This is an optimization exercise on Yosys and OpenROAD, whose aim is small area and a short achievable clock period, not a production implementation. Where RTL was checked, it was by simulation tests only, not by an equivalence proof against the original. Power is estimated from default activity; no workload was simulated.

Setup of 12-25:
==> flow/design.v <==
`timescale 1ns/1ps
module Radix_2_div #(
parameter[3:0]	DSIZE	= 15,
parameter[3:0]	PSIZE	= 15
)(
	input				clock,
	input				rst,
	input [DSIZE-1:0]	divisor,
	input [DSIZE-1:0]	dividend,
	output[PSIZE-1:0]	quotient,
	output[3:0]			quoexp
);
localparam [15:0] FOLD = 16'b0010_0100_1001_0000;
function integer pend;	 
	input integer t;
	integer k;
	begin
		pend = 1;
		for (k = 2; k <= t; k = k + 1)
			pend = FOLD[k] ? 1 : pend + 1;
	end
endfunction
function [14:0] srt_step;
	input [14:0] z;
	input pos, neg;
	input [13:0] d;
	reg [14:0] dx, x, g, p;
	reg [15:0] G, P, Gn, Pn;	 
	integer i, l;
	begin
		dx = {1'b1, d};
		x = z ^ dx;
		for (i = 0; i < 15; i = i + 1) begin
			g[i] = z[i] & (pos ? ~dx[i] : neg & dx[i]);
			p[i] = pos ? ~x[i] : (neg ? x[i] : z[i]);
		end
		G = {g, pos};
		P = {p, 1'b0};
		for (l = 1; l < 16; l = l * 2) begin
			Gn = G; Pn = P;
			for (i = l; i < 16; i = i + 1) begin
				Gn[i] = G[i] | (P[i] & G[i-l]);
				Pn[i] = P[i] & P[i-l];
			end
			G = Gn; P = Pn;
		end
		srt_step = p ^ G[14:0];
	end
endfunction
reg	[14:0]	n1, d1;
always @(posedge clock) begin
	n1	<= dividend;
	d1	<= divisor;
end
wire [15:0]	y0 = {d1, 1'b0};
wire		s3 = ~|y0[15:8];
wire [15:0]	y1 = s3 ? {y0[7:0], 8'b0} : y0;
wire		s2 = ~|y1[15:12];
wire [15:0]	y2 = s2 ? {y1[11:0], 4'b0} : y1;
wire		s1 = ~|y2[15:14];
wire [15:0]	y3 = s1 ? {y2[13:0], 2'b0} : y2;
wire		s0 = ~y3[15];
wire [15:0]	y4 = s0 ? {y3[14:0], 1'b0} : y3;
reg	[14*15-1:0]	Zf;	 
reg	[14:0]		Pf, Nf;	 
reg	[14*14-1:0]	Df;	 
reg	[15*4-1:0]	Ef;	 
reg	[15*15-1:0]	Bf;	 
reg	[15*15-1:0]	Lf;	 
always @(posedge clock) begin
	Zf[0 +: 15]	<= n1;
	Pf[0]		<= n1[14];
	Nf[0]		<= 1'b0;
	Df[0 +: 14]	<= y4[14:1];
	Ef[0 +: 4]	<= {s3, s2, s1, s0};
end
genvar t;
generate
for (t = 1; t <= 14; t = t + 1) begin: STEP
	wire [14:0]	Z	= (t == 1) ? Zf[0 +: 15] : {Zf[(t-1)*15 +: 14], 1'b0};
	wire		pos	= Pf[t-1];
	wire		neg	= Nf[t-1];
	wire [14:0]	S	= srt_step(Z, pos, neg, Df[(t-1)*14 +: 14]);
	always @(posedge clock) begin
		Ef[t*4 +: 4]	<= Ef[(t-1)*4 +: 4];
		Pf[t]			<= ~S[14] &  S[13];
		Nf[t]			<=  S[14] & ~S[13];
	end
	if (t < 14) begin: KEEPZ
		always @(posedge clock) begin
			Zf[t*15 +: 14]	<= S[13:0];
			Df[t*14 +: 14]	<= Df[(t-1)*14 +: 14];
		end
	end else begin: LASTZ
	end
	if (t == 1) begin: QFIRST
		always @(posedge clock) begin
			Bf[15 +: 1]	<= pos | neg;
			Lf[15 +: 1]	<= neg;
		end
	end else if (FOLD[t]) begin: QFOLD
		localparam integer P = pend(t-1);
		wire [t-2:0]	Bp	= Bf[(t-1)*15 +: t-1];
		wire [P-1:0]	Lp	= Lf[(t-1)*15 +: P];
		wire [t-2:0]	Bn	= Bp - {Lp, 1'b0};
		always @(posedge clock) begin
			Bf[t*15 +: t]	<= {Bn, pos | neg};
			Lf[t*15 +: 1]	<= neg;
		end
	end else begin: QSHIFT
		localparam integer P = pend(t-1);
		always @(posedge clock) begin
			Bf[t*15 +: t]		<= {Bf[(t-1)*15 +: t-1], pos | neg};
			Lf[t*15 +: P+1]	<= {Lf[(t-1)*15 +: P], neg};
		end
	end
end
endgenerate
localparam integer PL = pend(14);
wire		pos0	= Pf[14];
wire		neg0	= Nf[14];
wire [14:0]	Qfin	= {Bf[14*15 +: 14], pos0 | neg0} - {Lf[14*15 +: PL], neg0, 1'b0};
reg	[4:0]	cnt;
always @(posedge clock, posedge rst) begin
	if (rst)			cnt	<= 5'd0;
	else if (!cnt[4])	cnt	<= cnt + 5'd1;
end
reg	[14:0]	Qu;
reg	[3:0]	exp;
always @(posedge clock, posedge rst) begin
	if (rst) begin
		Qu	<= 15'd0;
		exp	<= 4'd0;
	end else begin
		Qu	<= cnt[4] ? Qfin : 15'd0;
		exp	<= cnt[4] ? Ef[14*4 +: 4] : 4'd0;
	end
end
assign	quotient	= Qu;
assign	quoexp		= exp;
endmodule
==> flow/config.mk <==
export PLATFORM = sky130hd
export DESIGN_NAME = Radix_2_div
export DESIGN_NICKNAME = Radix_2_div
export VERILOG_FILES = /design/flow/design.v
export SDC_FILE = /design/flow/constraint.sdc
export NUM_CORES = 4
export LEC_CHECK = 0
export CAP_MARGIN = 20
export CORE_MARGIN = 2
export CORE_UTILIZATION = 40
export SLEW_MARGIN = 20
==> flow/constraint.sdc <==
create_clock -name core_clock -period 4.0 [get_ports {clock}]
set_input_delay 0.8000 -clock core_clock [delete_from_list [all_inputs] [get_ports {clock}]]
set_output_delay 0.8000 -clock core_clock [all_outputs]
set_load 0.01 [all_outputs]
run.sh (not shown) runs the stock make flow with config.mk's settings and CLKGATE_MAP_FILE= SYNTH_SCRIPT=/design/flow/synth_recipe.tcl, a recipe that flattens the netlist after the stock synthesis.
Input changes introduced in 03-13 (baseline for comparison: 12-25):
-- flow/design.v --
<<< 12-25, line 25
	input pos, neg;
	input [13:0] d;
	reg [14:0] dx, x, g, p;
	reg [15:0] G, P, Gn, Pn;	 
	integer i, l;
	begin
		dx = {1'b1, d};
		x = z ^ dx;
		for (i = 0; i < 15; i = i + 1) begin
			g[i] = z[i] & (pos ? ~dx[i] : neg & dx[i]);
			p[i] = pos ? ~x[i] : (neg ? x[i] : z[i]);
		end
		G = {g, pos};
		P = {p, 1'b0};
		for (l = 1; l < 16; l = l * 2) begin
			Gn = G; Pn = P;
			for (i = l; i < 16; i = i + 1) begin
				Gn[i] = G[i] | (P[i] & G[i-l]);
				Pn[i] = P[i] & P[i-l];
			end
			G = Gn; P = Pn;
		end
		srt_step = p ^ G[14:0];
	end
endfunction
>>> 03-13, line 25
	input pos, neg;
	input [13:0] d;
	reg [14:0] dx, op;
	reg [15:0] s;
	begin
		dx = {1'b1, d};
		op = ({15{pos}} & ~dx) | ({15{neg}} & dx);
		s = {z, 1'b1} + {op, pos};
		srt_step = s[15:1];
	end
endfunction
### Flow results
Measured against 03-13, the power consumed by combinational cells of 12-25 comes out at 1.10 times the reference value. Changes observed in 03-13 relative to 12-25: non-clock buffering overhead in the final layout -0.80 points, final design area excluding fillers shrank by about 22%, non-clock buffer count shows a reduction of about 53%, number of multi-input combinational cells in the layout decreased 1,146. 03-13 vs. 12-25: transition time of the tightest slew-check pin has decreased; die area has decreased; number of filler instances in the final layout has decreased. 12-25: flow completed, timing, DRC and antenna clean. 03-13 ended with every stage complete and zero timing, DRC or antenna violations. Of 12-25 and 03-13, 12-25 shows the lower clock-cell share of area, with 03-13 above it. Relative to 12-25, the vertical die dimension measured on 03-13 has decreased by more than 10%. Number of CTS-inserted buffers went down by a few percent going from 12-25 to 03-13. Looking at termination of the worst setup path, the STEP[11].Z[11] result is from 12-25; the Pf[5] one comes from 03-13. Higher clock-buffer cell count was reported by 12-25, not 03-13.
No functional check of the RTL was part of any run of this note.


== run D ==
Radix_2_div, a different RTL version from the one above (not shown whole).
For scale: roughly 670 flip-flops, ~26000 µm² of cells after synthesis.
==> module Radix_2_div, before the edit <==
module Radix_2_div #(
parameter[3:0]	DSIZE	= 15,
parameter[3:0]	PSIZE	= 15
)(
	input				clock,
	input				rst,
	input [DSIZE-1:0]	divisor,
	input [DSIZE-1:0]	dividend,
	output[PSIZE-1:0]	quotient,
	output[3:0]			quoexp
);
localparam [15:0] FOLD = 16'b0100_1001_0010_0000;
function integer pend;	 
	input integer t;
	integer k;
	begin
		pend = 1;
		for (k = 2; k <= t; k = k + 1)
			pend = FOLD[k] ? 1 : pend + 1;
	end
endfunction
function [14:0] srt_step;
	input [14:0] z;
	input pos, neg;
	input [13:0] d;
	reg [14:0] dx, x, g, p;
	reg [15:0] G, P, Gn, Pn;	 
	integer i, l;
	begin
		dx = {1'b1, d};
		x = z ^ dx;
		for (i = 0; i < 15; i = i + 1) begin
			g[i] = z[i] & (pos ? ~dx[i] : neg & dx[i]);
			p[i] = pos ? ~x[i] : (neg ? x[i] : z[i]);
		end
		G = {g, pos};
		P = {p, 1'b0};
		for (l = 1; l < 16; l = l * 2) begin
			Gn = G; Pn = P;
			for (i = 0; i < 16; i = i + 1)
				if (i & l) begin
					Gn[i] = G[i] | (P[i] & G[(i & ~(l-1)) - 1]);
					Pn[i] = P[i] & P[(i & ~(l-1)) - 1];
				end
			G = Gn; P = Pn;
		end
		srt_step = p ^ G[14:0];
	end
endfunction
reg	[14:0]	n1, d1;
always @(posedge clock) begin
	n1	<= dividend;
	d1	<= divisor;
end
reg	[3:0]	ne;
integer		k;
always @(*) begin
	ne = 4'd15;
	for (k = 0; k < 15; k = k + 1)
		if (d1[k]) ne = 14 - k;
end
wire [14:0]	nd = d1 << ne;
reg	[14*15-1:0]	Zf;	 
reg	[14:0]		Pf, Nf;	 
reg	[14*14-1:0]	Df;	 
reg	[15*4-1:0]	Ef;	 
reg	[15*15-1:0]	Bf;	 
reg	[15*15-1:0]	Lf;	 
always @(posedge clock) begin
	Zf[0 +: 15]	<= n1;
	Pf[0]		<= n1[14];
	Nf[0]		<= 1'b0;
	Df[0 +: 14]	<= nd[13:0];
	Ef[0 +: 4]	<= ne;
end
genvar t;
generate
for (t = 1; t <= 14; t = t + 1) begin: STEP
	wire [14:0]	Z	= (t == 1) ? Zf[0 +: 15] : {Zf[(t-1)*15 +: 14], 1'b0};
	wire		pos	= Pf[t-1];
	wire		neg	= Nf[t-1];
	wire [14:0]	S	= srt_step(Z, pos, neg, Df[(t-1)*14 +: 14]);
	always @(posedge clock) begin
		Ef[t*4 +: 4]	<= Ef[(t-1)*4 +: 4];
		Pf[t]			<= ~S[14] &  S[13];
		Nf[t]			<=  S[14] & ~S[13];
	end
	if (t < 14) begin: KEEPZ
		always @(posedge clock) begin
			Zf[t*15 +: 14]	<= S[13:0];
			Df[t*14 +: 14]	<= Df[(t-1)*14 +: 14];
		end
	end else begin: LASTZ
	end
	if (t == 1) begin: QFIRST
		always @(posedge clock) begin
			Bf[15 +: 1]	<= pos | neg;
			Lf[15 +: 1]	<= neg;
		end
	end else if (FOLD[t]) begin: QFOLD
		localparam integer P = pend(t-1);
		wire [t-2:0]	Bp	= Bf[(t-1)*15 +: t-1];
		wire [P-1:0]	Lp	= Lf[(t-1)*15 +: P];
		wire [t-2:0]	Bn	= Bp - {Lp, 1'b0};
		always @(posedge clock) begin
			Bf[t*15 +: t]	<= {Bn, pos | neg};
			Lf[t*15 +: 1]	<= neg;
		end
	end else begin: QSHIFT
		localparam integer P = pend(t-1);
		always @(posedge clock) begin
			Bf[t*15 +: t]		<= {Bf[(t-1)*15 +: t-1], pos | neg};
			Lf[t*15 +: P+1]	<= {Lf[(t-1)*15 +: P], neg};
		end
	end
end
endgenerate
localparam integer PL = pend(14);
wire		pos0	= Pf[14];
wire		neg0	= Nf[14];
wire [14:0]	Qfin	= {Bf[14*15 +: 14], pos0 | neg0} - {Lf[14*15 +: PL], neg0, 1'b0};
reg	[4:0]	cnt;
always @(posedge clock, posedge rst) begin
	if (rst)			cnt	<= 5'd0;
	else if (!cnt[4])	cnt	<= cnt + 5'd1;
end
reg	[14:0]	Qu;
reg	[3:0]	exp;
always @(posedge clock, posedge rst) begin
	if (rst) begin
		Qu	<= 15'd0;
		exp	<= 4'd0;
	end else begin
		Qu	<= cnt[4] ? Qfin : 15'd0;
		exp	<= cnt[4] ? Ef[14*4 +: 4] : 4'd0;
	end
end
assign	quotient	= Qu;
assign	quoexp		= exp;
endmodule
Settings: LEC_CHECK=0, ABC_AREA=1, CAP_MARGIN=20, CORE_MARGIN=2, CORE_UTILIZATION=40, CTS_BUF_LIST=sky130_fd_sc_hd__clkbuf_8, CTS_CLUSTER_DIAMETER=60, CTS_CLUSTER_SIZE=16, PLACE_DENSITY=0.75, SETUP_SLACK_MARGIN=1.75, SLEW_MARGIN=20; clock period 4.0 ns.
The following lists how run P was set up differently from run D:
--- a/flow/design.v
+++ b/flow/design.v
@@ -7,13 +7,13 @@
 	input				rst,
 	input [DSIZE-1:0]	divisor,
 	input [DSIZE-1:0]	dividend,
 	output[PSIZE-1:0]	quotient,
 	output[3:0]			quoexp
 );
-localparam [15:0] FOLD = 16'b0100_1001_0010_0000;
+localparam [15:0] FOLD = 16'b0010_0100_1001_0000;
 function integer pend;	 
 	input integer t;
 	integer k;
 	begin
 		pend = 1;
 		for (k = 2; k <= t; k = k + 1)
## What came out
| count of buffers added by post-CTS timing repair for setup | higher: run P |. Minimum clock period: run P vs run D up 0.084 ns. ~same post-route non-filler standard cell count in run P and run D. Run P ends up with lower critical path depth than run D does. Fraction of power spent switching nets essentially unchanged between run P and run D.


Radix_2_div, a different RTL version from the one above (not shown whole).
For scale: ~660 flip-flops, roughly 51 I/O pins, ~25000 um^2 of cells after synthesis.
==> flow/design.v (excerpt) <==
module Radix_2_div #(
parameter[3:0]	DSIZE	= 15,
parameter[3:0]	PSIZE	= 15
)(
	input				clock,
	input				rst,
	input [DSIZE-1:0]	divisor,
	input [DSIZE-1:0]	dividend,
	output[PSIZE-1:0]	quotient,
	output[3:0]			quoexp
);
==> module Radix_2_div, before the edit <==
module Radix_2_div #(
parameter[3:0]	DSIZE	= 15,
parameter[3:0]	PSIZE	= 15
)(
	input				clock,
	input				rst,
	input [DSIZE-1:0]	divisor,
	input [DSIZE-1:0]	dividend,
	output[PSIZE-1:0]	quotient,
	output[3:0]			quoexp
);
localparam [15:0] FOLD = 16'b0010_0100_1001_0000;
function integer pend;	 
	input integer t;
	integer k;
	begin
		pend = 1;
		for (k = 2; k <= t; k = k + 1)
			pend = FOLD[k] ? 1 : pend + 1;
	end
endfunction
function [14:0] srt_step;
	input [14:0] z;
	input pos, neg;
	input [13:0] d;
	reg [14:0] dx, op;
	reg [15:0] s;
	begin
		dx = {1'b1, d};
		op = ({15{pos}} & ~dx) | ({15{neg}} & dx);
		s = {z, 1'b1} + {op, pos};
		srt_step = s[15:1];
	end
endfunction
reg	[14:0]	n1, d1;
always @(posedge clock) begin
	n1	<= dividend;
	d1	<= divisor;
end
reg	[3:0]	ne;
integer		k;
always @(*) begin
	ne = 4'd15;
	for (k = 0; k < 15; k = k + 1)
		if (d1[k]) ne = 14 - k;
end
wire [14:0]	nd = d1 << ne;
reg	[14*15-1:0]	Zf;	 
reg	[14:0]		Pf, Nf;	 
reg	[14*14-1:0]	Df;	 
reg	[15*4-1:0]	Ef;	 
reg	[15*15-1:0]	Bf;	 
reg	[15*15-1:0]	Lf;	 
always @(posedge clock) begin
	Zf[0 +: 15]	<= n1;
	Pf[0]		<= n1[14];
	Nf[0]		<= 1'b0;
	Df[0 +: 14]	<= nd[13:0];
	Ef[0 +: 4]	<= ne;
end
genvar t;
generate
for (t = 1; t <= 14; t = t + 1) begin: STEP
	wire [14:0]	Z	= (t == 1) ? Zf[0 +: 15] : {Zf[(t-1)*15 +: 14], 1'b0};
	wire		pos	= Pf[t-1];
	wire		neg	= Nf[t-1];
	wire [14:0]	S	= srt_step(Z, pos, neg, Df[(t-1)*14 +: 14]);
	always @(posedge clock) begin
		Ef[t*4 +: 4]	<= Ef[(t-1)*4 +: 4];
		Pf[t]			<= ~S[14] &  S[13];
		Nf[t]			<=  S[14] & ~S[13];
	end
	if (t < 14) begin: KEEPZ
		always @(posedge clock) begin
			Zf[t*15 +: 14]	<= S[13:0];
			Df[t*14 +: 14]	<= Df[(t-1)*14 +: 14];
		end
	end else begin: LASTZ
	end
	if (t == 1) begin: QFIRST
		always @(posedge clock) begin
			Bf[15 +: 1]	<= pos | neg;
			Lf[15 +: 1]	<= neg;
		end
	end else if (FOLD[t]) begin: QFOLD
		localparam integer P = pend(t-1);
		wire [t-2:0]	Bp	= Bf[(t-1)*15 +: t-1];
		wire [P-1:0]	Lp	= Lf[(t-1)*15 +: P];
		wire [t-2:0]	Bn	= Bp - {Lp, 1'b0};
		always @(posedge clock) begin
			Bf[t*15 +: t]	<= {Bn, pos | neg};
			Lf[t*15 +: 1]	<= neg;
		end
	end else begin: QSHIFT
		localparam integer P = pend(t-1);
		always @(posedge clock) begin
			Bf[t*15 +: t]		<= {Bf[(t-1)*15 +: t-1], pos | neg};
			Lf[t*15 +: P+1]	<= {Lf[(t-1)*15 +: P], neg};
		end
	end
end
endgenerate
localparam integer PL = pend(14);
wire		pos0	= Pf[14];
wire		neg0	= Nf[14];
wire [14:0]	Qfin	= {Bf[14*15 +: 14], pos0 | neg0} - {Lf[14*15 +: PL], neg0, 1'b0};
reg	[4:0]	cnt;
always @(posedge clock, posedge rst) begin
	if (rst)			cnt	<= 5'd0;
	else if (!cnt[4])	cnt	<= cnt + 5'd1;
end
reg	[14:0]	Qu;
reg	[3:0]	exp;
always @(posedge clock, posedge rst) begin
	if (rst) begin
		Qu	<= 15'd0;
		exp	<= 4'd0;
	end else begin
		Qu	<= cnt[4] ? Qfin : 15'd0;
		exp	<= cnt[4] ? Ef[14*4 +: 4] : 4'd0;
	end
end
assign	quotient	= Qu;
assign	quoexp		= exp;
endmodule
Settings: LEC_CHECK=0, ABC_AREA=1, CAP_MARGIN=20, CORE_MARGIN=2, CORE_UTILIZATION=40, CTS_BUF_LIST=sky130_fd_sc_hd__clkbuf_8, CTS_CLUSTER_DIAMETER=60, CTS_CLUSTER_SIZE=16, PLACE_DENSITY=0.75, SETUP_SLACK_MARGIN=1.6, SLEW_MARGIN=20; clock period 4.0 ns.
The first run passed the timing, design-rule and antenna checks.
Change:
--- a/flow/design.v
+++ b/flow/design.v
@@ -23,15 +23,30 @@
 function [14:0] srt_step;
 	input [14:0] z;
 	input pos, neg;
 	input [13:0] d;
-	reg [14:0] dx, op;
-	reg [15:0] s;
+	reg [14:0] dx, x, g, p;
+	reg [15:0] G, P, Gn, Pn;	 
+	integer i, l;
 	begin
 		dx = {1'b1, d};
-		op = ({15{pos}} & ~dx) | ({15{neg}} & dx);
-		s = {z, 1'b1} + {op, pos};
-		srt_step = s[15:1];
+		x = z ^ dx;
+		for (i = 0; i < 15; i = i + 1) begin
+			g[i] = z[i] & (pos ? ~dx[i] : neg & dx[i]);
+			p[i] = pos ? ~x[i] : (neg ? x[i] : z[i]);
+		end
+		G = {g, pos};
+		P = {p, 1'b0};
+		for (l = 1; l < 16; l = l * 2) begin
+			Gn = G; Pn = P;
+			for (i = 0; i < 16; i = i + 1)
+				if (i & l) begin
+					Gn[i] = G[i] | (P[i] & G[(i & ~(l-1)) - 1]);
+					Pn[i] = P[i] & P[(i & ~(l-1)) - 1];
+				end
+			G = Gn; P = Pn;
+		end
+		srt_step = p ^ G[14:0];
 	end
 endfunction
 reg	[14:0]	n1, d1;
 always @(posedge clock) begin
Setup slack gets worse by 0.014 ns.
Synthesized cell count increases by 23%.
Clock skew increases by 0.0097 ns.
Count of clock-buffer cells in the layout increases by 1.
Core utilization decreases by 0.62 points.
Via count increases by about 12%.

-- what the ideal ports hide --
Ports are ideal in the flow. The routed layouts listed here were re-timed in OpenROAD.
Step 1 assumes that a clkbuf_16 drives the clock port and a buf_2 every other input.
Step 2 times the ports against the registers' clock, not the clock port: input delays grow and output delays shrink by t, the midpoint of the rising clock arrivals with the driver on.
Slacks: no drivers / after step 1 / after step 2; pairs: no drivers / after step 1.
run	shift t [ns]	setup slack, ns	hold WS [ns]
12-25	0.669	0.662 / 0.662 / 0.662	0.317 / 0.317 / 0.317
03-13	0.655	1.077 / 1.077 / 1.077	0.317 / 0.317 / 0.317
run D	0.675	1.879 / 1.842 / 1.879	0.324 / 0.324 / 0.324
run P	0.697	1.796 / 1.796 / 1.796	0.308 / 0.308 / 0.308
the first run of note 3	0.659	1.696 / 1.647 / 1.696	0.318 / 0.318 / 0.318
the second run of note 3	0.688	1.682 / 1.637 / 1.682	0.321 / 0.321 / 0.321
After both steps setup and hold are still met in every run listed.
